Background: an optimization exercise with open tools, aiming at small area. Do not read the settings as production practice.
The RTL of this run was laid out without a check of its function.
The flow treats the clock pin as an ideal source, which a real chip does not have.

File: design/flow/flow/run.sh
#!/bin/bash
# Own layout flow: the standard flow (standard synthesis unchanged), with
#  - the port buffers made from sky130_fd_sc_hd__buf_1 cells,
#  - clock tree options passed to clock_tree_synthesis,
#  - power recovery (cell down-sizing on paths with slack) after global routing.
# Each make run writes its full output to a log of its own in the work folder;
# ORFS's per-step logs are under orfs/logs/.
set -euo pipefail
cd "$(dirname "$0")/.."
source flow/knobs.sh
bash standard.sh finish \
  "BUFFER_PORTS_ARGS=$PORT_BUF_ARGS" \
  "CTS_ARGS=$CTS_ARGS" \
  "RECOVER_POWER=$RECOVER" > flow_standard.log 2>&1
File: design/flow/flow/knobs.sh
PORT_BUF_ARGS="-buffer_cell sky130_fd_sc_hd__buf_1"
CTS_ARGS="-sink_clustering_enable -repair_clock_nets -dont_use_dummy_load -buf_list sky130_fd_sc_hd__clkbuf_16 -sink_clustering_size 25 -sink_clustering_max_diameter 120"
RECOVER=0
File: design/flow/standard.sh
#!/bin/bash
# synth_recipe.tcl (not shown) runs the flow's synth.tcl, then flattens the netlist and writes it again
# the make line also repeats each setting of config.mk as NAME=value (left out here)
make -C /OpenROAD-flow-scripts/flow DESIGN_CONFIG=/design/flow/config.mk WORK_HOME=/design/flow/orfs CLKGATE_MAP_FILE= SYNTH_SCRIPT=/design/flow/synth_recipe.tcl "${@:-finish}"
File: design/flow/config.mk
export PLATFORM = sky130hd
export DESIGN_NAME = cordic_dds
export DESIGN_NICKNAME = cordic_dds
export VERILOG_FILES = /design/flow/design.v
export SDC_FILE = /design/flow/constraint.sdc
export NUM_CORES = 4
export LEC_CHECK = 0
export ABC_AREA = 1
export ABC_CLOCK_PERIOD_IN_PS = 5000
export CAP_MARGIN = 20
export CORE_MARGIN = 2
export CORE_UTILIZATION = 40
export SLEW_MARGIN = 20
File: design/flow/constraint.sdc
create_clock -name core_clock -period 5.0 [get_ports {clk}]
set_input_delay 1.0000 -clock core_clock [delete_from_list [all_inputs] [get_ports {clk}]]
set_output_delay 1.0000 -clock core_clock [all_outputs]
set_load 0.01 [all_outputs]
File: design/flow/design.v
module cordic_dds (clk, phase_i, sin_o, cos_o, err_o);
   input         clk;
   input  [15:0] phase_i;
   output [16:0] sin_o, cos_o, err_o;
   reg [1:0] q [0:15];
   always @(posedge clk) q[0] <= phase_i[15:14];
   genvar g;
   generate for (g = 1; g < 16; g = g + 1) begin : qp
      always @(posedge clk) q[g] <= q[g-1];
   end endgenerate
   reg [13:0] z0;
   always @(posedge clk) z0 <= phase_i[13:0];
   reg [13:0] u1; reg sd1;
   reg [12:0] u2; reg sd2;
   reg [11:0] u3; reg sd3;
   reg [10:0] u4; reg sd4;
   reg [9:0] u5; reg sd5;
   reg [8:0] u6; reg sd6;
   reg [7:0] u7; reg sd7;
   reg [6:0] u8; reg sd8;
   reg [5:0] u9; reg sd9;
   reg [4:0] u10; reg sd10;
   reg [3:0] u11; reg sd11;
   reg [2:0] u12; reg sd12;
   reg [2:0] u13; reg sd13;
   reg [1:0] u14; reg sd14;
   wire [14:0] v0 = {1'b0, z0} - 15'd8189;
   always @(posedge clk) begin u1 <= v0[13:0] ^ {14{v0[14]}}; sd1 <= v0[14] ^ q[0][0]; end
   wire [14:0] v1 = {1'd0, u1} - 15'd4834;
   always @(posedge clk) begin u2 <= v1[12:0] ^ {13{v1[14]}}; sd2 <= sd1 ^ v1[14]; end
   wire [13:0] v2 = {1'd0, u2} - 14'd2554;
   always @(posedge clk) begin u3 <= v2[11:0] ^ {12{v2[13]}}; sd3 <= sd2 ^ v2[13]; end
   wire [12:0] v3 = {1'd0, u3} - 13'd1296;
   always @(posedge clk) begin u4 <= v3[10:0] ^ {11{v3[12]}}; sd4 <= sd3 ^ v3[12]; end
   wire [11:0] v4 = {1'd0, u4} - 12'd650;
   always @(posedge clk) begin u5 <= v4[9:0] ^ {10{v4[11]}}; sd5 <= sd4 ^ v4[11]; end
   wire [10:0] v5 = {1'd0, u5} - 11'd325;
   always @(posedge clk) begin u6 <= v5[8:0] ^ {9{v5[10]}}; sd6 <= sd5 ^ v5[10]; end
   wire [9:0] v6 = {1'd0, u6} - 10'd162;
   always @(posedge clk) begin u7 <= v6[7:0] ^ {8{v6[9]}}; sd7 <= sd6 ^ v6[9]; end
   wire [8:0] v7 = {1'd0, u7} - 9'd81;
   always @(posedge clk) begin u8 <= v7[6:0] ^ {7{v7[8]}}; sd8 <= sd7 ^ v7[8]; end
   wire [7:0] v8 = {1'd0, u8} - 8'd40;
   always @(posedge clk) begin u9 <= v8[5:0] ^ {6{v8[7]}}; sd9 <= sd8 ^ v8[7]; end
   wire [6:0] v9 = {1'd0, u9} - 7'd20;
   always @(posedge clk) begin u10 <= v9[4:0] ^ {5{v9[6]}}; sd10 <= sd9 ^ v9[6]; end
   wire [5:0] v10 = {1'd0, u10} - 6'd10;
   always @(posedge clk) begin u11 <= v10[3:0] ^ {4{v10[5]}}; sd11 <= sd10 ^ v10[5]; end
   wire [4:0] v11 = {1'd0, u11} - 5'd5;
   always @(posedge clk) begin u12 <= v11[2:0] ^ {3{v11[4]}}; sd12 <= sd11 ^ v11[4]; end
   wire [3:0] v12 = {1'd0, u12} - 4'd2;
   always @(posedge clk) begin u13 <= v12[2:0] ^ {3{v12[3]}}; sd13 <= sd12 ^ v12[3]; end
   wire [3:0] v13 = {1'd0, u13} - 4'd1;
   always @(posedge clk) begin u14 <= v13[1:0] ^ {2{v13[3]}}; sd14 <= sd13 ^ v13[3]; end
   wire zsg = sd14 ^ q[14][0];
   wire [2:0] z14 = {zsg, u14 ^ {2{zsg}}};
   assign err_o = {{14{z14[2]}}, z14};
   reg d1_2; always @(posedge clk) d1_2 <= sd1;
   reg d1_3; always @(posedge clk) d1_3 <= d1_2;
   reg d1_4; always @(posedge clk) d1_4 <= d1_3;
   reg d1_5; always @(posedge clk) d1_5 <= d1_4;
   reg d1_6; always @(posedge clk) d1_6 <= d1_5;
   reg d1_7; always @(posedge clk) d1_7 <= d1_6;
   reg d1_8; always @(posedge clk) d1_8 <= d1_7;
   reg d1_9; always @(posedge clk) d1_9 <= d1_8;
   reg d1_10; always @(posedge clk) d1_10 <= d1_9;
   reg d1_11; always @(posedge clk) d1_11 <= d1_10;
   reg d1_12; always @(posedge clk) d1_12 <= d1_11;
   reg d2_3; always @(posedge clk) d2_3 <= sd2;
   reg d2_4; always @(posedge clk) d2_4 <= d2_3;
   reg d2_5; always @(posedge clk) d2_5 <= d2_4;
   reg d2_6; always @(posedge clk) d2_6 <= d2_5;
   reg d2_7; always @(posedge clk) d2_7 <= d2_6;
   reg d2_8; always @(posedge clk) d2_8 <= d2_7;
   reg d2_9; always @(posedge clk) d2_9 <= d2_8;
   reg d2_10; always @(posedge clk) d2_10 <= d2_9;
   reg d2_11; always @(posedge clk) d2_11 <= d2_10;
   reg d2_12; always @(posedge clk) d2_12 <= d2_11;
   reg d3_4; always @(posedge clk) d3_4 <= sd3;
   reg d3_5; always @(posedge clk) d3_5 <= d3_4;
   reg d3_6; always @(posedge clk) d3_6 <= d3_5;
   reg d3_7; always @(posedge clk) d3_7 <= d3_6;
   reg d3_8; always @(posedge clk) d3_8 <= d3_7;
   reg d3_9; always @(posedge clk) d3_9 <= d3_8;
   reg d3_10; always @(posedge clk) d3_10 <= d3_9;
   reg d3_11; always @(posedge clk) d3_11 <= d3_10;
   reg d3_12; always @(posedge clk) d3_12 <= d3_11;
   reg d4_5; always @(posedge clk) d4_5 <= sd4;
   reg d4_6; always @(posedge clk) d4_6 <= d4_5;
   reg d4_7; always @(posedge clk) d4_7 <= d4_6;
   reg d4_8; always @(posedge clk) d4_8 <= d4_7;
   reg d4_9; always @(posedge clk) d4_9 <= d4_8;
   reg d4_10; always @(posedge clk) d4_10 <= d4_9;
   reg d4_11; always @(posedge clk) d4_11 <= d4_10;
   reg d4_12; always @(posedge clk) d4_12 <= d4_11;
   reg d5_6; always @(posedge clk) d5_6 <= sd5;
   reg d5_7; always @(posedge clk) d5_7 <= d5_6;
   reg d5_8; always @(posedge clk) d5_8 <= d5_7;
   reg d5_9; always @(posedge clk) d5_9 <= d5_8;
   reg d5_10; always @(posedge clk) d5_10 <= d5_9;
   reg d5_11; always @(posedge clk) d5_11 <= d5_10;
   reg d5_12; always @(posedge clk) d5_12 <= d5_11;
   reg d6_7; always @(posedge clk) d6_7 <= sd6;
   reg d6_8; always @(posedge clk) d6_8 <= d6_7;
   reg d6_9; always @(posedge clk) d6_9 <= d6_8;
   reg d6_10; always @(posedge clk) d6_10 <= d6_9;
   reg d6_11; always @(posedge clk) d6_11 <= d6_10;
   reg d6_12; always @(posedge clk) d6_12 <= d6_11;
   reg d7_8; always @(posedge clk) d7_8 <= sd7;
   reg d7_9; always @(posedge clk) d7_9 <= d7_8;
   reg d7_10; always @(posedge clk) d7_10 <= d7_9;
   reg d7_11; always @(posedge clk) d7_11 <= d7_10;
   reg d7_12; always @(posedge clk) d7_12 <= d7_11;
   reg d8_9; always @(posedge clk) d8_9 <= sd8;
   reg d8_10; always @(posedge clk) d8_10 <= d8_9;
   reg d8_11; always @(posedge clk) d8_11 <= d8_10;
   reg d8_12; always @(posedge clk) d8_12 <= d8_11;
   reg d8_13; always @(posedge clk) d8_13 <= d8_12;
   reg d9_10; always @(posedge clk) d9_10 <= sd9;
   reg d9_11; always @(posedge clk) d9_11 <= d9_10;
   reg d9_12; always @(posedge clk) d9_12 <= d9_11;
   reg d9_13; always @(posedge clk) d9_13 <= d9_12;
   reg d10_11; always @(posedge clk) d10_11 <= sd10;
   reg d10_12; always @(posedge clk) d10_12 <= d10_11;
   reg d10_13; always @(posedge clk) d10_13 <= d10_12;
   reg d10_14; always @(posedge clk) d10_14 <= d10_13;
   reg d11_12; always @(posedge clk) d11_12 <= sd11;
   reg d11_13; always @(posedge clk) d11_13 <= d11_12;
   reg d11_14; always @(posedge clk) d11_14 <= d11_13;
   reg d12_13; always @(posedge clk) d12_13 <= sd12;
   reg d12_14; always @(posedge clk) d12_14 <= d12_13;
   reg d12_15; always @(posedge clk) d12_15 <= d12_14;
   reg d13_14; always @(posedge clk) d13_14 <= sd13;
   reg d13_15; always @(posedge clk) d13_15 <= d13_14;
   wire [6:0] tsel = {d7_12, d6_12, d5_12, d4_12, d3_12, d2_12, d1_12};
   wire hf = tsel[0];
   wire [5:0] hsel = tsel[6:1] ^ {6{hf}};
   wire [15:0] hx, hy;
   wire [63:0] hx_t0 = 64'b0110000111101101101011100010110001100001111011011010111000101100;
   assign hx[0] = hx_t0[hsel];
   wire [63:0] hx_t1 = 64'b1000100010010010110110000110101011010111001010010100100000010000;
   assign hx[1] = hx_t1[hsel];
   wire [63:0] hx_t2 = 64'b0011101110111101000100101100010010010001100000101110001101000000;
   assign hx[2] = hx_t2[hsel];
   wire [63:0] hx_t3 = 64'b1110110100000010110011101111111000100001100101111101000011010011;
   assign hx[3] = hx_t3[hsel];
   wire [63:0] hx_t4 = 64'b0000010010001101110000111110010000100010110011010000110110100000;
   assign hx[4] = hx_t4[hsel];
   wire [63:0] hx_t5 = 64'b0011001101011101110111110111110011110101010101110001011100110010;
   assign hx[5] = hx_t5[hsel];
   wire [63:0] hx_t6 = 64'b0011101111011001000100011111001000011001111110011111001110010110;
   assign hx[6] = hx_t6[hsel];
   wire [63:0] hx_t7 = 64'b1011111110010111101111011001011000010101000111110011010101111110;
   assign hx[7] = hx_t7[hsel];
   wire [63:0] hx_t8 = 64'b0010001000100000100010001010100110001000101000000000000000101001;
   assign hx[8] = hx_t8[hsel];
   wire [63:0] hx_t9 = 64'b0010000010001010000000101000101011111101011101010111010111110101;
   assign hx[9] = hx_t9[hsel];
   wire [63:0] hx_t10 = 64'b1000001010100010010111010101110101011111110101110010100000101000;
   assign hx[10] = hx_t10[hsel];
   wire [63:0] hx_t11 = 64'b1101010100101010100010000111011110001000011111111010100001010111;
   assign hx[11] = hx_t11[hsel];
   wire [63:0] hx_t12 = 64'b1000111110100101100001111111000010000111111100001010011111110000;
   assign hx[12] = hx_t12[hsel];
   wire [63:0] hx_t13 = 64'b0100001101100011010000110011001101000011001100110110001100110011;
   assign hx[13] = hx_t13[hsel];
   wire [63:0] hx_t14 = 64'b1010100110001001101010011001100110101001100110011000100110011001;
   assign hx[14] = hx_t14[hsel];
   wire [63:0] hx_t15 = 64'b0000000100000001000000010001000100000001000100010000000100010001;
   assign hx[15] = hx_t15[hsel];
   wire [63:0] hy_t0 = 64'b1110110010100100010001101100110111101100101001000100011011001101;
   assign hy[0] = hy_t0[hsel];
   wire [63:0] hy_t1 = 64'b1101101101100100111000001101010001001100011110111101110110100010;
   assign hy[1] = hy_t1[hsel];
   wire [63:0] hy_t2 = 64'b1010010101001111101010010111000011000011000101000111111011110010;
   assign hy[2] = hy_t2[hsel];
   wire [63:0] hy_t3 = 64'b1010011110001011001110100010010011100111000100011110111010101100;
   assign hy[3] = hy_t3[hsel];
   wire [63:0] hy_t4 = 64'b0111011001001011000011101011010110010100011100110001011111101000;
   assign hy[4] = hy_t4[hsel];
   wire [63:0] hy_t5 = 64'b1011000000000110000110101001101001000111101101101001101011111000;
   assign hy[5] = hy_t5[hsel];
   wire [63:0] hy_t6 = 64'b1010100101000100110101000111110010010110111110110101101110011011;
   assign hy[6] = hy_t6[hsel];
   wire [63:0] hy_t7 = 64'b0101010101100100011110111101001110111111000100111011110010010100;
   assign hy[7] = hy_t7[hsel];
   wire [63:0] hy_t8 = 64'b0101110101000011100110110001010010110101101111100111000111111110;
   assign hy[8] = hy_t8[hsel];
   wire [63:0] hy_t9 = 64'b0001100111000111111101010011110101010001100101110111111100111101;
   assign hy[9] = hy_t9[hsel];
   wire [63:0] hy_t10 = 64'b0011011110000111001111110101010100111111110101111011111101010101;
   assign hy[10] = hy_t10[hsel];
   wire [63:0] hy_t11 = 64'b1111010111001101111101010101111111110101110111011111010101011111;
   assign hy[11] = hy_t11[hsel];
   wire [63:0] hy_t12 = 64'b1101011111100111110101110111011111010111111101111101011101110111;
   assign hy[12] = hy_t12[hsel];
   wire [63:0] hy_t13 = 64'b0111111101101111011111111111111101111111011111110111111111111111;
   assign hy[13] = hy_t13[hsel];
   wire [63:0] hy_t14 = 64'b1111111111101111111111111111111111111111111111111111111111111111;
   assign hy[14] = hy_t14[hsel];
   wire [63:0] hy_t15 = 64'b0000000000010000000000000000000000000000000000000000000000000000;
   assign hy[15] = hy_t15[hsel];
   wire [15:0] tx = hf ? hy : hx;
   wire [15:0] ty = hf ? hx : hy;
   reg [15:0] xr13, yr13;
   always @(posedge clk) begin xr13 <= tx; yr13 <= ty; end
   wire cN = q[15][1] ^ q[15][0];
   wire sN = q[15][1];
   wire [16:0] X8 = {1'b0, xr13};
   wire [16:0] Y8 = {1'b0, yr13};
   wire dg8 = d8_13;
   wire [8:0] g8_wy0 = Y8[16:8], g8_wx0 = X8[16:8];
   wire [10:0] g8_xl1_c = {{2'b00, X8[7:0]}, 1'b1} + {{{1{g8_wy0[8]}}, g8_wy0} ^ {10{~dg8}}, ~dg8};
   wire [9:0] g8_xl1 = g8_xl1_c[10:1];
   wire [10:0] g8_yl1_c = {{2'b00, Y8[7:0]}, 1'b1} + {{{1{g8_wx0[8]}}, g8_wx0} ^ {10{dg8}}, dg8};
   wire [9:0] g8_yl1 = g8_yl1_c[10:1];
   wire [8:0] g8_xh1_h = X8[16:8];
   wire [1:0] g8_xh1_c = g8_xl1[9:8];
   wire g8_xh1_i = g8_xh1_c[0] & ~g8_xh1_c[1], g8_xh1_d = g8_xh1_c[1];
   wire [8:0] g8_xh1_p1, g8_xh1_p0;
   assign g8_xh1_p1[0] = 1'b1; assign g8_xh1_p0[0] = 1'b1;
   assign g8_xh1_p1[1] = g8_xh1_p1[0] & g8_xh1_h[0]; assign g8_xh1_p0[1] = g8_xh1_p0[0] & ~g8_xh1_h[0];
   assign g8_xh1_p1[2] = g8_xh1_p1[1] & g8_xh1_h[1]; assign g8_xh1_p0[2] = g8_xh1_p0[1] & ~g8_xh1_h[1];
   assign g8_xh1_p1[3] = g8_xh1_p1[2] & g8_xh1_h[2]; assign g8_xh1_p0[3] = g8_xh1_p0[2] & ~g8_xh1_h[2];
   assign g8_xh1_p1[4] = g8_xh1_p1[3] & g8_xh1_h[3]; assign g8_xh1_p0[4] = g8_xh1_p0[3] & ~g8_xh1_h[3];
   assign g8_xh1_p1[5] = g8_xh1_p1[4] & g8_xh1_h[4]; assign g8_xh1_p0[5] = g8_xh1_p0[4] & ~g8_xh1_h[4];
   assign g8_xh1_p1[6] = g8_xh1_p1[5] & g8_xh1_h[5]; assign g8_xh1_p0[6] = g8_xh1_p0[5] & ~g8_xh1_h[5];
   assign g8_xh1_p1[7] = g8_xh1_p1[6] & g8_xh1_h[6]; assign g8_xh1_p0[7] = g8_xh1_p0[6] & ~g8_xh1_h[6];
   assign g8_xh1_p1[8] = g8_xh1_p1[7] & g8_xh1_h[7]; assign g8_xh1_p0[8] = g8_xh1_p0[7] & ~g8_xh1_h[7];
   wire [8:0] g8_xh1 = g8_xh1_h ^ (({9{g8_xh1_i}} & g8_xh1_p1) | ({9{g8_xh1_d}} & g8_xh1_p0));
   wire [8:0] g8_yh1_h = Y8[16:8];
   wire [1:0] g8_yh1_c = g8_yl1[9:8];
   wire g8_yh1_i = g8_yh1_c[0] & ~g8_yh1_c[1], g8_yh1_d = g8_yh1_c[1];
   wire [8:0] g8_yh1_p1, g8_yh1_p0;
   assign g8_yh1_p1[0] = 1'b1; assign g8_yh1_p0[0] = 1'b1;
   assign g8_yh1_p1[1] = g8_yh1_p1[0] & g8_yh1_h[0]; assign g8_yh1_p0[1] = g8_yh1_p0[0] & ~g8_yh1_h[0];
   assign g8_yh1_p1[2] = g8_yh1_p1[1] & g8_yh1_h[1]; assign g8_yh1_p0[2] = g8_yh1_p0[1] & ~g8_yh1_h[1];
   assign g8_yh1_p1[3] = g8_yh1_p1[2] & g8_yh1_h[2]; assign g8_yh1_p0[3] = g8_yh1_p0[2] & ~g8_yh1_h[2];
   assign g8_yh1_p1[4] = g8_yh1_p1[3] & g8_yh1_h[3]; assign g8_yh1_p0[4] = g8_yh1_p0[3] & ~g8_yh1_h[3];
   assign g8_yh1_p1[5] = g8_yh1_p1[4] & g8_yh1_h[4]; assign g8_yh1_p0[5] = g8_yh1_p0[4] & ~g8_yh1_h[4];
   assign g8_yh1_p1[6] = g8_yh1_p1[5] & g8_yh1_h[5]; assign g8_yh1_p0[6] = g8_yh1_p0[5] & ~g8_yh1_h[5];
   assign g8_yh1_p1[7] = g8_yh1_p1[6] & g8_yh1_h[6]; assign g8_yh1_p0[7] = g8_yh1_p0[6] & ~g8_yh1_h[6];
   assign g8_yh1_p1[8] = g8_yh1_p1[7] & g8_yh1_h[7]; assign g8_yh1_p0[8] = g8_yh1_p0[7] & ~g8_yh1_h[7];
   wire [8:0] g8_yh1 = g8_yh1_h ^ (({9{g8_yh1_i}} & g8_yh1_p1) | ({9{g8_yh1_d}} & g8_yh1_p0));
   wire [16:0] g8_x1 = {g8_xh1, g8_xl1[7:0]}, g8_y1 = {g8_yh1, g8_yl1[7:0]};
   wire dg9 = d9_13;
   wire [7:0] g8_wy1 = g8_y1[16:9], g8_wx1 = g8_x1[16:9];
   wire [10:0] g8_xl2_c = {g8_xl1, 1'b1} + {{{2{g8_wy1[7]}}, g8_wy1} ^ {10{~dg9}}, ~dg9};
   wire [9:0] g8_xl2 = g8_xl2_c[10:1];
   wire [10:0] g8_yl2_c = {g8_yl1, 1'b1} + {{{2{g8_wx1[7]}}, g8_wx1} ^ {10{dg9}}, dg9};
   wire [9:0] g8_yl2 = g8_yl2_c[10:1];
   wire [8:0] g8_xh2_h = X8[16:8];
   wire [1:0] g8_xh2_c = g8_xl2[9:8];
   wire g8_xh2_i = g8_xh2_c[0] & ~g8_xh2_c[1], g8_xh2_d = g8_xh2_c[1];
   wire [8:0] g8_xh2_p1, g8_xh2_p0;
   assign g8_xh2_p1[0] = 1'b1; assign g8_xh2_p0[0] = 1'b1;
   assign g8_xh2_p1[1] = g8_xh2_p1[0] & g8_xh2_h[0]; assign g8_xh2_p0[1] = g8_xh2_p0[0] & ~g8_xh2_h[0];
   assign g8_xh2_p1[2] = g8_xh2_p1[1] & g8_xh2_h[1]; assign g8_xh2_p0[2] = g8_xh2_p0[1] & ~g8_xh2_h[1];
   assign g8_xh2_p1[3] = g8_xh2_p1[2] & g8_xh2_h[2]; assign g8_xh2_p0[3] = g8_xh2_p0[2] & ~g8_xh2_h[2];
   assign g8_xh2_p1[4] = g8_xh2_p1[3] & g8_xh2_h[3]; assign g8_xh2_p0[4] = g8_xh2_p0[3] & ~g8_xh2_h[3];
   assign g8_xh2_p1[5] = g8_xh2_p1[4] & g8_xh2_h[4]; assign g8_xh2_p0[5] = g8_xh2_p0[4] & ~g8_xh2_h[4];
   assign g8_xh2_p1[6] = g8_xh2_p1[5] & g8_xh2_h[5]; assign g8_xh2_p0[6] = g8_xh2_p0[5] & ~g8_xh2_h[5];
   assign g8_xh2_p1[7] = g8_xh2_p1[6] & g8_xh2_h[6]; assign g8_xh2_p0[7] = g8_xh2_p0[6] & ~g8_xh2_h[6];
   assign g8_xh2_p1[8] = g8_xh2_p1[7] & g8_xh2_h[7]; assign g8_xh2_p0[8] = g8_xh2_p0[7] & ~g8_xh2_h[7];
   wire [8:0] g8_xh2 = g8_xh2_h ^ (({9{g8_xh2_i}} & g8_xh2_p1) | ({9{g8_xh2_d}} & g8_xh2_p0));
   wire [8:0] g8_yh2_h = Y8[16:8];
   wire [1:0] g8_yh2_c = g8_yl2[9:8];
   wire g8_yh2_i = g8_yh2_c[0] & ~g8_yh2_c[1], g8_yh2_d = g8_yh2_c[1];
   wire [8:0] g8_yh2_p1, g8_yh2_p0;
   assign g8_yh2_p1[0] = 1'b1; assign g8_yh2_p0[0] = 1'b1;
   assign g8_yh2_p1[1] = g8_yh2_p1[0] & g8_yh2_h[0]; assign g8_yh2_p0[1] = g8_yh2_p0[0] & ~g8_yh2_h[0];
   assign g8_yh2_p1[2] = g8_yh2_p1[1] & g8_yh2_h[1]; assign g8_yh2_p0[2] = g8_yh2_p0[1] & ~g8_yh2_h[1];
   assign g8_yh2_p1[3] = g8_yh2_p1[2] & g8_yh2_h[2]; assign g8_yh2_p0[3] = g8_yh2_p0[2] & ~g8_yh2_h[2];
   assign g8_yh2_p1[4] = g8_yh2_p1[3] & g8_yh2_h[3]; assign g8_yh2_p0[4] = g8_yh2_p0[3] & ~g8_yh2_h[3];
   assign g8_yh2_p1[5] = g8_yh2_p1[4] & g8_yh2_h[4]; assign g8_yh2_p0[5] = g8_yh2_p0[4] & ~g8_yh2_h[4];
   assign g8_yh2_p1[6] = g8_yh2_p1[5] & g8_yh2_h[5]; assign g8_yh2_p0[6] = g8_yh2_p0[5] & ~g8_yh2_h[5];
   assign g8_yh2_p1[7] = g8_yh2_p1[6] & g8_yh2_h[6]; assign g8_yh2_p0[7] = g8_yh2_p0[6] & ~g8_yh2_h[6];
   assign g8_yh2_p1[8] = g8_yh2_p1[7] & g8_yh2_h[7]; assign g8_yh2_p0[8] = g8_yh2_p0[7] & ~g8_yh2_h[7];
   wire [8:0] g8_yh2 = g8_yh2_h ^ (({9{g8_yh2_i}} & g8_yh2_p1) | ({9{g8_yh2_d}} & g8_yh2_p0));
   wire [16:0] g8_x2 = {g8_xh2, g8_xl2[7:0]}, g8_y2 = {g8_yh2, g8_yl2[7:0]};
   reg [15:0] xr14, yr14;
   always @(posedge clk) begin xr14 <= g8_x2[15:0]; yr14 <= g8_y2[15:0]; end
   wire [16:0] X10 = {1'b0, xr14};
   wire [16:0] Y10 = {1'b0, yr14};
   wire dg10 = d10_14;
   wire [6:0] g10_wy0 = Y10[16:10], g10_wx0 = X10[16:10];
   wire [8:0] g10_xl1_c = {{2'b00, X10[5:0]}, 1'b1} + {{{1{g10_wy0[6]}}, g10_wy0} ^ {8{~dg10}}, ~dg10};
   wire [7:0] g10_xl1 = g10_xl1_c[8:1];
   wire [8:0] g10_yl1_c = {{2'b00, Y10[5:0]}, 1'b1} + {{{1{g10_wx0[6]}}, g10_wx0} ^ {8{dg10}}, dg10};
   wire [7:0] g10_yl1 = g10_yl1_c[8:1];
   wire [10:0] g10_xh1_h = X10[16:6];
   wire [1:0] g10_xh1_c = g10_xl1[7:6];
   wire g10_xh1_i = g10_xh1_c[0] & ~g10_xh1_c[1], g10_xh1_d = g10_xh1_c[1];
   wire [10:0] g10_xh1_p1, g10_xh1_p0;
   assign g10_xh1_p1[0] = 1'b1; assign g10_xh1_p0[0] = 1'b1;
   assign g10_xh1_p1[1] = g10_xh1_p1[0] & g10_xh1_h[0]; assign g10_xh1_p0[1] = g10_xh1_p0[0] & ~g10_xh1_h[0];
   assign g10_xh1_p1[2] = g10_xh1_p1[1] & g10_xh1_h[1]; assign g10_xh1_p0[2] = g10_xh1_p0[1] & ~g10_xh1_h[1];
   assign g10_xh1_p1[3] = g10_xh1_p1[2] & g10_xh1_h[2]; assign g10_xh1_p0[3] = g10_xh1_p0[2] & ~g10_xh1_h[2];
   assign g10_xh1_p1[4] = g10_xh1_p1[3] & g10_xh1_h[3]; assign g10_xh1_p0[4] = g10_xh1_p0[3] & ~g10_xh1_h[3];
   assign g10_xh1_p1[5] = g10_xh1_p1[4] & g10_xh1_h[4]; assign g10_xh1_p0[5] = g10_xh1_p0[4] & ~g10_xh1_h[4];
   assign g10_xh1_p1[6] = g10_xh1_p1[5] & g10_xh1_h[5]; assign g10_xh1_p0[6] = g10_xh1_p0[5] & ~g10_xh1_h[5];
   assign g10_xh1_p1[7] = g10_xh1_p1[6] & g10_xh1_h[6]; assign g10_xh1_p0[7] = g10_xh1_p0[6] & ~g10_xh1_h[6];
   assign g10_xh1_p1[8] = g10_xh1_p1[7] & g10_xh1_h[7]; assign g10_xh1_p0[8] = g10_xh1_p0[7] & ~g10_xh1_h[7];
   assign g10_xh1_p1[9] = g10_xh1_p1[8] & g10_xh1_h[8]; assign g10_xh1_p0[9] = g10_xh1_p0[8] & ~g10_xh1_h[8];
   assign g10_xh1_p1[10] = g10_xh1_p1[9] & g10_xh1_h[9]; assign g10_xh1_p0[10] = g10_xh1_p0[9] & ~g10_xh1_h[9];
   wire [10:0] g10_xh1 = g10_xh1_h ^ (({11{g10_xh1_i}} & g10_xh1_p1) | ({11{g10_xh1_d}} & g10_xh1_p0));
   wire [10:0] g10_yh1_h = Y10[16:6];
   wire [1:0] g10_yh1_c = g10_yl1[7:6];
   wire g10_yh1_i = g10_yh1_c[0] & ~g10_yh1_c[1], g10_yh1_d = g10_yh1_c[1];
   wire [10:0] g10_yh1_p1, g10_yh1_p0;
   assign g10_yh1_p1[0] = 1'b1; assign g10_yh1_p0[0] = 1'b1;
   assign g10_yh1_p1[1] = g10_yh1_p1[0] & g10_yh1_h[0]; assign g10_yh1_p0[1] = g10_yh1_p0[0] & ~g10_yh1_h[0];
   assign g10_yh1_p1[2] = g10_yh1_p1[1] & g10_yh1_h[1]; assign g10_yh1_p0[2] = g10_yh1_p0[1] & ~g10_yh1_h[1];
   assign g10_yh1_p1[3] = g10_yh1_p1[2] & g10_yh1_h[2]; assign g10_yh1_p0[3] = g10_yh1_p0[2] & ~g10_yh1_h[2];
   assign g10_yh1_p1[4] = g10_yh1_p1[3] & g10_yh1_h[3]; assign g10_yh1_p0[4] = g10_yh1_p0[3] & ~g10_yh1_h[3];
   assign g10_yh1_p1[5] = g10_yh1_p1[4] & g10_yh1_h[4]; assign g10_yh1_p0[5] = g10_yh1_p0[4] & ~g10_yh1_h[4];
   assign g10_yh1_p1[6] = g10_yh1_p1[5] & g10_yh1_h[5]; assign g10_yh1_p0[6] = g10_yh1_p0[5] & ~g10_yh1_h[5];
   assign g10_yh1_p1[7] = g10_yh1_p1[6] & g10_yh1_h[6]; assign g10_yh1_p0[7] = g10_yh1_p0[6] & ~g10_yh1_h[6];
   assign g10_yh1_p1[8] = g10_yh1_p1[7] & g10_yh1_h[7]; assign g10_yh1_p0[8] = g10_yh1_p0[7] & ~g10_yh1_h[7];
   assign g10_yh1_p1[9] = g10_yh1_p1[8] & g10_yh1_h[8]; assign g10_yh1_p0[9] = g10_yh1_p0[8] & ~g10_yh1_h[8];
   assign g10_yh1_p1[10] = g10_yh1_p1[9] & g10_yh1_h[9]; assign g10_yh1_p0[10] = g10_yh1_p0[9] & ~g10_yh1_h[9];
   wire [10:0] g10_yh1 = g10_yh1_h ^ (({11{g10_yh1_i}} & g10_yh1_p1) | ({11{g10_yh1_d}} & g10_yh1_p0));
   wire [16:0] g10_x1 = {g10_xh1, g10_xl1[5:0]}, g10_y1 = {g10_yh1, g10_yl1[5:0]};
   wire dg11 = d11_14;
   wire [5:0] g10_wy1 = g10_y1[16:11], g10_wx1 = g10_x1[16:11];
   wire [8:0] g10_xl2_c = {g10_xl1, 1'b1} + {{{2{g10_wy1[5]}}, g10_wy1} ^ {8{~dg11}}, ~dg11};
   wire [7:0] g10_xl2 = g10_xl2_c[8:1];
   wire [8:0] g10_yl2_c = {g10_yl1, 1'b1} + {{{2{g10_wx1[5]}}, g10_wx1} ^ {8{dg11}}, dg11};
   wire [7:0] g10_yl2 = g10_yl2_c[8:1];
   wire [10:0] g10_xh2_h = X10[16:6];
   wire [1:0] g10_xh2_c = g10_xl2[7:6];
   wire g10_xh2_i = g10_xh2_c[0] & ~g10_xh2_c[1], g10_xh2_d = g10_xh2_c[1];
   wire [10:0] g10_xh2_p1, g10_xh2_p0;
   assign g10_xh2_p1[0] = 1'b1; assign g10_xh2_p0[0] = 1'b1;
   assign g10_xh2_p1[1] = g10_xh2_p1[0] & g10_xh2_h[0]; assign g10_xh2_p0[1] = g10_xh2_p0[0] & ~g10_xh2_h[0];
   assign g10_xh2_p1[2] = g10_xh2_p1[1] & g10_xh2_h[1]; assign g10_xh2_p0[2] = g10_xh2_p0[1] & ~g10_xh2_h[1];
   assign g10_xh2_p1[3] = g10_xh2_p1[2] & g10_xh2_h[2]; assign g10_xh2_p0[3] = g10_xh2_p0[2] & ~g10_xh2_h[2];
   assign g10_xh2_p1[4] = g10_xh2_p1[3] & g10_xh2_h[3]; assign g10_xh2_p0[4] = g10_xh2_p0[3] & ~g10_xh2_h[3];
   assign g10_xh2_p1[5] = g10_xh2_p1[4] & g10_xh2_h[4]; assign g10_xh2_p0[5] = g10_xh2_p0[4] & ~g10_xh2_h[4];
   assign g10_xh2_p1[6] = g10_xh2_p1[5] & g10_xh2_h[5]; assign g10_xh2_p0[6] = g10_xh2_p0[5] & ~g10_xh2_h[5];
   assign g10_xh2_p1[7] = g10_xh2_p1[6] & g10_xh2_h[6]; assign g10_xh2_p0[7] = g10_xh2_p0[6] & ~g10_xh2_h[6];
   assign g10_xh2_p1[8] = g10_xh2_p1[7] & g10_xh2_h[7]; assign g10_xh2_p0[8] = g10_xh2_p0[7] & ~g10_xh2_h[7];
   assign g10_xh2_p1[9] = g10_xh2_p1[8] & g10_xh2_h[8]; assign g10_xh2_p0[9] = g10_xh2_p0[8] & ~g10_xh2_h[8];
   assign g10_xh2_p1[10] = g10_xh2_p1[9] & g10_xh2_h[9]; assign g10_xh2_p0[10] = g10_xh2_p0[9] & ~g10_xh2_h[9];
   wire [10:0] g10_xh2 = g10_xh2_h ^ (({11{g10_xh2_i}} & g10_xh2_p1) | ({11{g10_xh2_d}} & g10_xh2_p0));
   wire [10:0] g10_yh2_h = Y10[16:6];
   wire [1:0] g10_yh2_c = g10_yl2[7:6];
   wire g10_yh2_i = g10_yh2_c[0] & ~g10_yh2_c[1], g10_yh2_d = g10_yh2_c[1];
   wire [10:0] g10_yh2_p1, g10_yh2_p0;
   assign g10_yh2_p1[0] = 1'b1; assign g10_yh2_p0[0] = 1'b1;
   assign g10_yh2_p1[1] = g10_yh2_p1[0] & g10_yh2_h[0]; assign g10_yh2_p0[1] = g10_yh2_p0[0] & ~g10_yh2_h[0];
   assign g10_yh2_p1[2] = g10_yh2_p1[1] & g10_yh2_h[1]; assign g10_yh2_p0[2] = g10_yh2_p0[1] & ~g10_yh2_h[1];
   assign g10_yh2_p1[3] = g10_yh2_p1[2] & g10_yh2_h[2]; assign g10_yh2_p0[3] = g10_yh2_p0[2] & ~g10_yh2_h[2];
   assign g10_yh2_p1[4] = g10_yh2_p1[3] & g10_yh2_h[3]; assign g10_yh2_p0[4] = g10_yh2_p0[3] & ~g10_yh2_h[3];
   assign g10_yh2_p1[5] = g10_yh2_p1[4] & g10_yh2_h[4]; assign g10_yh2_p0[5] = g10_yh2_p0[4] & ~g10_yh2_h[4];
   assign g10_yh2_p1[6] = g10_yh2_p1[5] & g10_yh2_h[5]; assign g10_yh2_p0[6] = g10_yh2_p0[5] & ~g10_yh2_h[5];
   assign g10_yh2_p1[7] = g10_yh2_p1[6] & g10_yh2_h[6]; assign g10_yh2_p0[7] = g10_yh2_p0[6] & ~g10_yh2_h[6];
   assign g10_yh2_p1[8] = g10_yh2_p1[7] & g10_yh2_h[7]; assign g10_yh2_p0[8] = g10_yh2_p0[7] & ~g10_yh2_h[7];
   assign g10_yh2_p1[9] = g10_yh2_p1[8] & g10_yh2_h[8]; assign g10_yh2_p0[9] = g10_yh2_p0[8] & ~g10_yh2_h[8];
   assign g10_yh2_p1[10] = g10_yh2_p1[9] & g10_yh2_h[9]; assign g10_yh2_p0[10] = g10_yh2_p0[9] & ~g10_yh2_h[9];
   wire [10:0] g10_yh2 = g10_yh2_h ^ (({11{g10_yh2_i}} & g10_yh2_p1) | ({11{g10_yh2_d}} & g10_yh2_p0));
   wire [16:0] g10_x2 = {g10_xh2, g10_xl2[5:0]}, g10_y2 = {g10_yh2, g10_yl2[5:0]};
   reg [15:0] xr15, yr15;
   always @(posedge clk) begin xr15 <= g10_x2[15:0]; yr15 <= g10_y2[15:0]; end
   wire [16:0] X12 = {(xr15[15] & xr15[14]), xr15};
   wire [16:0] Y12 = {(yr15[15] & yr15[14]), yr15};
   wire dg12 = d12_15;
   wire [4:0] g12_wy0 = Y12[16:12], g12_wx0 = X12[16:12];
   wire [6:0] g12_xl1_c = {{2'b00, X12[3:0]}, 1'b1} + {{{1{g12_wy0[4]}}, g12_wy0} ^ {6{~dg12}}, ~dg12};
   wire [5:0] g12_xl1 = g12_xl1_c[6:1];
   wire [6:0] g12_yl1_c = {{2'b00, Y12[3:0]}, 1'b1} + {{{1{g12_wx0[4]}}, g12_wx0} ^ {6{dg12}}, dg12};
   wire [5:0] g12_yl1 = g12_yl1_c[6:1];
   wire [12:0] g12_xh1_h = X12[16:4];
   wire [1:0] g12_xh1_c = g12_xl1[5:4];
   wire g12_xh1_i = g12_xh1_c[0] & ~g12_xh1_c[1], g12_xh1_d = g12_xh1_c[1];
   wire [12:0] g12_xh1_p1, g12_xh1_p0;
   assign g12_xh1_p1[0] = 1'b1; assign g12_xh1_p0[0] = 1'b1;
   assign g12_xh1_p1[1] = g12_xh1_p1[0] & g12_xh1_h[0]; assign g12_xh1_p0[1] = g12_xh1_p0[0] & ~g12_xh1_h[0];
   assign g12_xh1_p1[2] = g12_xh1_p1[1] & g12_xh1_h[1]; assign g12_xh1_p0[2] = g12_xh1_p0[1] & ~g12_xh1_h[1];
   assign g12_xh1_p1[3] = g12_xh1_p1[2] & g12_xh1_h[2]; assign g12_xh1_p0[3] = g12_xh1_p0[2] & ~g12_xh1_h[2];
   assign g12_xh1_p1[4] = g12_xh1_p1[3] & g12_xh1_h[3]; assign g12_xh1_p0[4] = g12_xh1_p0[3] & ~g12_xh1_h[3];
   assign g12_xh1_p1[5] = g12_xh1_p1[4] & g12_xh1_h[4]; assign g12_xh1_p0[5] = g12_xh1_p0[4] & ~g12_xh1_h[4];
   assign g12_xh1_p1[6] = g12_xh1_p1[5] & g12_xh1_h[5]; assign g12_xh1_p0[6] = g12_xh1_p0[5] & ~g12_xh1_h[5];
   assign g12_xh1_p1[7] = g12_xh1_p1[6] & g12_xh1_h[6]; assign g12_xh1_p0[7] = g12_xh1_p0[6] & ~g12_xh1_h[6];
   assign g12_xh1_p1[8] = g12_xh1_p1[7] & g12_xh1_h[7]; assign g12_xh1_p0[8] = g12_xh1_p0[7] & ~g12_xh1_h[7];
   assign g12_xh1_p1[9] = g12_xh1_p1[8] & g12_xh1_h[8]; assign g12_xh1_p0[9] = g12_xh1_p0[8] & ~g12_xh1_h[8];
   assign g12_xh1_p1[10] = g12_xh1_p1[9] & g12_xh1_h[9]; assign g12_xh1_p0[10] = g12_xh1_p0[9] & ~g12_xh1_h[9];
   assign g12_xh1_p1[11] = g12_xh1_p1[10] & g12_xh1_h[10]; assign g12_xh1_p0[11] = g12_xh1_p0[10] & ~g12_xh1_h[10];
   assign g12_xh1_p1[12] = g12_xh1_p1[11] & g12_xh1_h[11]; assign g12_xh1_p0[12] = g12_xh1_p0[11] & ~g12_xh1_h[11];
   wire [12:0] g12_xh1 = g12_xh1_h ^ (({13{g12_xh1_i}} & g12_xh1_p1) | ({13{g12_xh1_d}} & g12_xh1_p0));
   wire [12:0] g12_yh1_h = Y12[16:4];
   wire [1:0] g12_yh1_c = g12_yl1[5:4];
   wire g12_yh1_i = g12_yh1_c[0] & ~g12_yh1_c[1], g12_yh1_d = g12_yh1_c[1];
   wire [12:0] g12_yh1_p1, g12_yh1_p0;
   assign g12_yh1_p1[0] = 1'b1; assign g12_yh1_p0[0] = 1'b1;
   assign g12_yh1_p1[1] = g12_yh1_p1[0] & g12_yh1_h[0]; assign g12_yh1_p0[1] = g12_yh1_p0[0] & ~g12_yh1_h[0];
   assign g12_yh1_p1[2] = g12_yh1_p1[1] & g12_yh1_h[1]; assign g12_yh1_p0[2] = g12_yh1_p0[1] & ~g12_yh1_h[1];
   assign g12_yh1_p1[3] = g12_yh1_p1[2] & g12_yh1_h[2]; assign g12_yh1_p0[3] = g12_yh1_p0[2] & ~g12_yh1_h[2];
   assign g12_yh1_p1[4] = g12_yh1_p1[3] & g12_yh1_h[3]; assign g12_yh1_p0[4] = g12_yh1_p0[3] & ~g12_yh1_h[3];
   assign g12_yh1_p1[5] = g12_yh1_p1[4] & g12_yh1_h[4]; assign g12_yh1_p0[5] = g12_yh1_p0[4] & ~g12_yh1_h[4];
   assign g12_yh1_p1[6] = g12_yh1_p1[5] & g12_yh1_h[5]; assign g12_yh1_p0[6] = g12_yh1_p0[5] & ~g12_yh1_h[5];
   assign g12_yh1_p1[7] = g12_yh1_p1[6] & g12_yh1_h[6]; assign g12_yh1_p0[7] = g12_yh1_p0[6] & ~g12_yh1_h[6];
   assign g12_yh1_p1[8] = g12_yh1_p1[7] & g12_yh1_h[7]; assign g12_yh1_p0[8] = g12_yh1_p0[7] & ~g12_yh1_h[7];
   assign g12_yh1_p1[9] = g12_yh1_p1[8] & g12_yh1_h[8]; assign g12_yh1_p0[9] = g12_yh1_p0[8] & ~g12_yh1_h[8];
   assign g12_yh1_p1[10] = g12_yh1_p1[9] & g12_yh1_h[9]; assign g12_yh1_p0[10] = g12_yh1_p0[9] & ~g12_yh1_h[9];
   assign g12_yh1_p1[11] = g12_yh1_p1[10] & g12_yh1_h[10]; assign g12_yh1_p0[11] = g12_yh1_p0[10] & ~g12_yh1_h[10];
   assign g12_yh1_p1[12] = g12_yh1_p1[11] & g12_yh1_h[11]; assign g12_yh1_p0[12] = g12_yh1_p0[11] & ~g12_yh1_h[11];
   wire [12:0] g12_yh1 = g12_yh1_h ^ (({13{g12_yh1_i}} & g12_yh1_p1) | ({13{g12_yh1_d}} & g12_yh1_p0));
   wire [16:0] g12_x1 = {g12_xh1, g12_xl1[3:0]}, g12_y1 = {g12_yh1, g12_yl1[3:0]};
   wire dg13 = d13_15;
   wire [3:0] g12_wy1 = g12_y1[16:13], g12_wx1 = g12_x1[16:13];
   wire [5:0] g12_xm = g12_xl1 - {5'd0, cN};
   wire [5:0] g12_ym = g12_yl1 - {5'd0, sN};
   wire [6:0] g12_xl2_c = {g12_xm, 1'b1} + {{{2{g12_wy1[3]}}, g12_wy1} ^ {6{~dg13}}, ~dg13};
   wire [5:0] g12_xl2 = g12_xl2_c[6:1];
   wire [6:0] g12_yl2_c = {g12_ym, 1'b1} + {{{2{g12_wx1[3]}}, g12_wx1} ^ {6{dg13}}, dg13};
   wire [5:0] g12_yl2 = g12_yl2_c[6:1];
   wire [12:0] g12_xh2_h = X12[16:4];
   wire [1:0] g12_xh2_c = g12_xl2[5:4];
   wire g12_xh2_i = g12_xh2_c[0] & ~g12_xh2_c[1], g12_xh2_d = g12_xh2_c[1];
   wire [12:0] g12_xh2_p1, g12_xh2_p0;
   assign g12_xh2_p1[0] = 1'b1; assign g12_xh2_p0[0] = 1'b1;
   assign g12_xh2_p1[1] = g12_xh2_p1[0] & g12_xh2_h[0]; assign g12_xh2_p0[1] = g12_xh2_p0[0] & ~g12_xh2_h[0];
   assign g12_xh2_p1[2] = g12_xh2_p1[1] & g12_xh2_h[1]; assign g12_xh2_p0[2] = g12_xh2_p0[1] & ~g12_xh2_h[1];
   assign g12_xh2_p1[3] = g12_xh2_p1[2] & g12_xh2_h[2]; assign g12_xh2_p0[3] = g12_xh2_p0[2] & ~g12_xh2_h[2];
   assign g12_xh2_p1[4] = g12_xh2_p1[3] & g12_xh2_h[3]; assign g12_xh2_p0[4] = g12_xh2_p0[3] & ~g12_xh2_h[3];
   assign g12_xh2_p1[5] = g12_xh2_p1[4] & g12_xh2_h[4]; assign g12_xh2_p0[5] = g12_xh2_p0[4] & ~g12_xh2_h[4];
   assign g12_xh2_p1[6] = g12_xh2_p1[5] & g12_xh2_h[5]; assign g12_xh2_p0[6] = g12_xh2_p0[5] & ~g12_xh2_h[5];
   assign g12_xh2_p1[7] = g12_xh2_p1[6] & g12_xh2_h[6]; assign g12_xh2_p0[7] = g12_xh2_p0[6] & ~g12_xh2_h[6];
   assign g12_xh2_p1[8] = g12_xh2_p1[7] & g12_xh2_h[7]; assign g12_xh2_p0[8] = g12_xh2_p0[7] & ~g12_xh2_h[7];
   assign g12_xh2_p1[9] = g12_xh2_p1[8] & g12_xh2_h[8]; assign g12_xh2_p0[9] = g12_xh2_p0[8] & ~g12_xh2_h[8];
   assign g12_xh2_p1[10] = g12_xh2_p1[9] & g12_xh2_h[9]; assign g12_xh2_p0[10] = g12_xh2_p0[9] & ~g12_xh2_h[9];
   assign g12_xh2_p1[11] = g12_xh2_p1[10] & g12_xh2_h[10]; assign g12_xh2_p0[11] = g12_xh2_p0[10] & ~g12_xh2_h[10];
   assign g12_xh2_p1[12] = g12_xh2_p1[11] & g12_xh2_h[11]; assign g12_xh2_p0[12] = g12_xh2_p0[11] & ~g12_xh2_h[11];
   wire [12:0] g12_xh2 = g12_xh2_h ^ (({13{g12_xh2_i}} & g12_xh2_p1) | ({13{g12_xh2_d}} & g12_xh2_p0));
   wire [12:0] g12_yh2_h = Y12[16:4];
   wire [1:0] g12_yh2_c = g12_yl2[5:4];
   wire g12_yh2_i = g12_yh2_c[0] & ~g12_yh2_c[1], g12_yh2_d = g12_yh2_c[1];
   wire [12:0] g12_yh2_p1, g12_yh2_p0;
   assign g12_yh2_p1[0] = 1'b1; assign g12_yh2_p0[0] = 1'b1;
   assign g12_yh2_p1[1] = g12_yh2_p1[0] & g12_yh2_h[0]; assign g12_yh2_p0[1] = g12_yh2_p0[0] & ~g12_yh2_h[0];
   assign g12_yh2_p1[2] = g12_yh2_p1[1] & g12_yh2_h[1]; assign g12_yh2_p0[2] = g12_yh2_p0[1] & ~g12_yh2_h[1];
   assign g12_yh2_p1[3] = g12_yh2_p1[2] & g12_yh2_h[2]; assign g12_yh2_p0[3] = g12_yh2_p0[2] & ~g12_yh2_h[2];
   assign g12_yh2_p1[4] = g12_yh2_p1[3] & g12_yh2_h[3]; assign g12_yh2_p0[4] = g12_yh2_p0[3] & ~g12_yh2_h[3];
   assign g12_yh2_p1[5] = g12_yh2_p1[4] & g12_yh2_h[4]; assign g12_yh2_p0[5] = g12_yh2_p0[4] & ~g12_yh2_h[4];
   assign g12_yh2_p1[6] = g12_yh2_p1[5] & g12_yh2_h[5]; assign g12_yh2_p0[6] = g12_yh2_p0[5] & ~g12_yh2_h[5];
   assign g12_yh2_p1[7] = g12_yh2_p1[6] & g12_yh2_h[6]; assign g12_yh2_p0[7] = g12_yh2_p0[6] & ~g12_yh2_h[6];
   assign g12_yh2_p1[8] = g12_yh2_p1[7] & g12_yh2_h[7]; assign g12_yh2_p0[8] = g12_yh2_p0[7] & ~g12_yh2_h[7];
   assign g12_yh2_p1[9] = g12_yh2_p1[8] & g12_yh2_h[8]; assign g12_yh2_p0[9] = g12_yh2_p0[8] & ~g12_yh2_h[8];
   assign g12_yh2_p1[10] = g12_yh2_p1[9] & g12_yh2_h[9]; assign g12_yh2_p0[10] = g12_yh2_p0[9] & ~g12_yh2_h[9];
   assign g12_yh2_p1[11] = g12_yh2_p1[10] & g12_yh2_h[10]; assign g12_yh2_p0[11] = g12_yh2_p0[10] & ~g12_yh2_h[10];
   assign g12_yh2_p1[12] = g12_yh2_p1[11] & g12_yh2_h[11]; assign g12_yh2_p0[12] = g12_yh2_p0[11] & ~g12_yh2_h[11];
   wire [12:0] g12_yh2 = g12_yh2_h ^ (({13{g12_yh2_i}} & g12_yh2_p1) | ({13{g12_yh2_d}} & g12_yh2_p0));
   wire [16:0] g12_x2 = {g12_xh2, g12_xl2[3:0]}, g12_y2 = {g12_yh2, g12_yl2[3:0]};
   assign cos_o = {17{cN}} ^ g12_x2;
   assign sin_o = {17{sN}} ^ g12_y2;
endmodule
==> metrics.md <==
| Metric | Value |
|---|---|
| Outcome | complete, but fails checks |
| Failing Checks | setup timing |
| DRC viols | 0 |
| Fin. max-slew vios | 0 |
| Layout cells sized above 1 | 10.9% |
| Initial antenna violation count | 0 |
| DRT iter0 DRCs | 1133 |
| Fillers | 5127 |
| Largest net degree at the start of global routing | 34 |
| Post-synth top flop | dfxtp_1 |
| Final #Nets | 3038 |
| Clk sinks | 340 |
| Die extent in x | 231 um |
| Die area | 53100 sq um |
| Tcrit/Tclk final | 107% |
| Drt first pass iters | 9 |
| Gate Count Post-Synth | 2797 |
| Dpl ws | 0.0556 ns |
| CTS tree | yes |
| Num CTS Buffers | 18 |
| Max-Slew Margin vs Limit | 31.0% |
| Drt via density | 5.02 |
| Most frequent cell on the critical path | nand2_2 |
| Least-Margin Pin Slew | 1.03 ns |
| Vias | 18046 |
| Mapped Area | 20500 sq um |
| Synth top area cells | dfxtp_1, nand2_1, xor2_1 |
| Seq/Total Area, Yosys | 33.2% |
| CP Launch Point | d12_15 |
| Clk_skew | 0.0746 ns |
| Row count | 83 |
| R2R Path Start | d8_13 |
| Setup WS post-layout | -0.326 ns |
| GR Util All Layers | 19.5% |
| Initial core utilization | 40.2% |
| Kind of start point of the critical path | flip-flop |
| P&R area growth vs syn | 11.6% |
| Post-DP HPWL | 42.1 mm |
| ANT nets after route | 0 |
| Final setup violation count | 26 |
| Hold Startpoint | d3_11 |
| Async S/R FF share, synth | 0% |
| CP max stage cell | ha_1 |
| Crit Path Max Fanout | 7 |
| Post-Synthesis Mean Instance Area | 7.34 sq um |
| CP endpoint kind | output port |
| Final Hold Viols | 0 |
| Layout Cells excl Fill | 3593 |
| Largest stage delay, worst path | 0.36 ns |
| Syn. warnings | 2 |
| Unique cell type count in the Yosys netlist | 60 |
| #FFs+latches synth | 340 |
| HP Class | reg2reg |
| Routed wire length | 53.5 mm |
| Number of diodes | 0 |
| Worst Hold Slack | 0.265 ns |
| Number of flops mapped to enable cells by yosys | 0 |
| Fin crit period | 5.33 ns |
| Die Y | 231 um |
| Most frequent cells in the layout | nand2_1, inv_1, dfxtp_1 |
| Mapped Nets | 2920 |
| Placed insts | 3561 |
| Top cell type by total area after synthesis | dfxtp_1 |
| Final Wtd Congestion | 0.963 |
| RSZ-0062 raised after global routing | yes |
| Maximum clock rate | 188 MHz |
| CP Data Required Time | 4.00 ns |
| Total of max-cap violations | 0 |
| First-pass GRT wire length | 84.9 mm |
| CTS Hold Bufs | 0 |
| Crit path kind | reg2out |
| WL per Instance | 14.9 um |
| Commonest non-fill, non-tap cell in the layout | nand2_1 |
| I/O Buffers | 67 |
| Number of global-route vias before repair | 17054 |
| Ports | 68 |
| Skew-Pair Late Insertion Delay | 0.53 ns |
| Clk slew on worst S/H paths | 0.09 ns |
| Gr ovfl total | 0 |
| Synth top area share | 33.2% |
| Area of the core | 51000 sq um |
| Worst EP arrival | 4.33 ns |
-- cell type report --
type | instances | area, sq um | area share [%]
Multi-Input combinational cell | 2010 | 12200 | 53.3
Sequential cell | 340 | 6810 | 29.7
Inverter | 370 | 1390 | 6.07
Timing Repair Buffer | 175 | 1180 | 5.17
Tap cell | 680 | 851 | 3.71
Clock buffer | 18 | 450 | 1.97
-- routing by layer --
layer / vias up / track usage [%] / routed length, um
met5: - / 0 / 0
met4: 0 / 7.86 / 2170
met3: 136 / 1.79 / 2130
met2: 446 / 36.7 / 27100
met1: 8279 / 22.5 / 22200
li1: 9185 / - / -
-- sequential cells by signal (all words and copies together) (netlist names), 16 cells and up --
register	count
xr13	16
yr15	16
yr14	16
xr15	16
xr14	16
q	32
yr13	16
-- path summary, 6_finish.rpt --
path / cells past startpoint / slack [ns] / end
worst min-delay path: 0 / 0.27 / d3_12
worst min register to register: 0 / 0.27 / d3_12
worst max register to register: 25 / 0.41 / yr14[10]
worst max-delay path: 30 / -0.33 / cos_o[16]
-- cells in the mapped netlist, types with 20 or more instances --
library cell,n
nand2_1,666
inv_1,354
dfxtp_1,340
xor2_1,215
nor2_1,171
nand3_1,154
xnor2_1,141
o21ai_0,126
a21oi_1,118
ha_1,106
nand4_1,54
clkbuf_1,27
nor2_2,21
buf_4,20
nand3b_1,20
-- worst max-delay path, delay by kind of cell, from the launching register on --
kind                       cells  cell delay, ns
DFF                            1            0.35
and+or+nand+nor               18            1.54
xor gates and xnor gates       2            0.40
buffers and inverters          6            0.65
AOI/OAI and AO/OA              2            0.25
adders and majority gates      2            0.63
-- through the flow --
stage / util [%] / area [sq um] / TNS, ns
6_report: 44.9 / 22900 / -6.71
5_1_grt: 44.9 / 22900 / -15.36
4_1_cts: 44.5 / 22700 / -6.80
3_5_place_dp: 43.1 / 22000 / 0
3_3_place_gp: 43.1 / 22000 / 0
2_1_floorplan: - / 20500 / 0
-- logic make-up after synthesis --
kind of cell               after synthesis  share of synthesized area, %
AOI/OAI and AO/OA                      365                          10.4
xor gates and xnor gates               357                          15.3
adders and majority gates              106                          6.46
buffers and inverters                  450                          8.96
DFF                                    340                          33.2
and+or+nand+nor                       1179                          25.7
-- timing repair --
item                                   in CTS  in global routing
setup endpoints to repair                  26                 61
cloned                                      4                  1
endpoints found under the hold margin       0                  0
buffers inserted                            6                  3
pin swaps                                  22                 22
gates resized for setup                    59                 48

==> re-timing with driven ports <==
The results above use ideal ports. As a check the final layout listed here was re-extracted and re-timed, cells and wires unchanged.
Step 1: set_driving_cell puts a clkbuf_16 on clk and a buf_2 on each other input, an assumption about the parent block.
Step 2 times the ports against the registers' clock, not the clock port: input delays grow and output delays shrink by t, the midpoint of the rising clock arrivals with the driver on.
a / b / c = ideal ports / drivers / drivers and shift; a / b = the first two.
t (ns): 0.548
setup slack, ns: -0.326 / -0.379 / 0.170
worst setup path at the end: register to output
slew at the worst register clock pin (ns): 0.11 / 0.11
For this run, drivers alone change the setup slack by -0.053 ns; drivers and shift together by +0.496 ns.
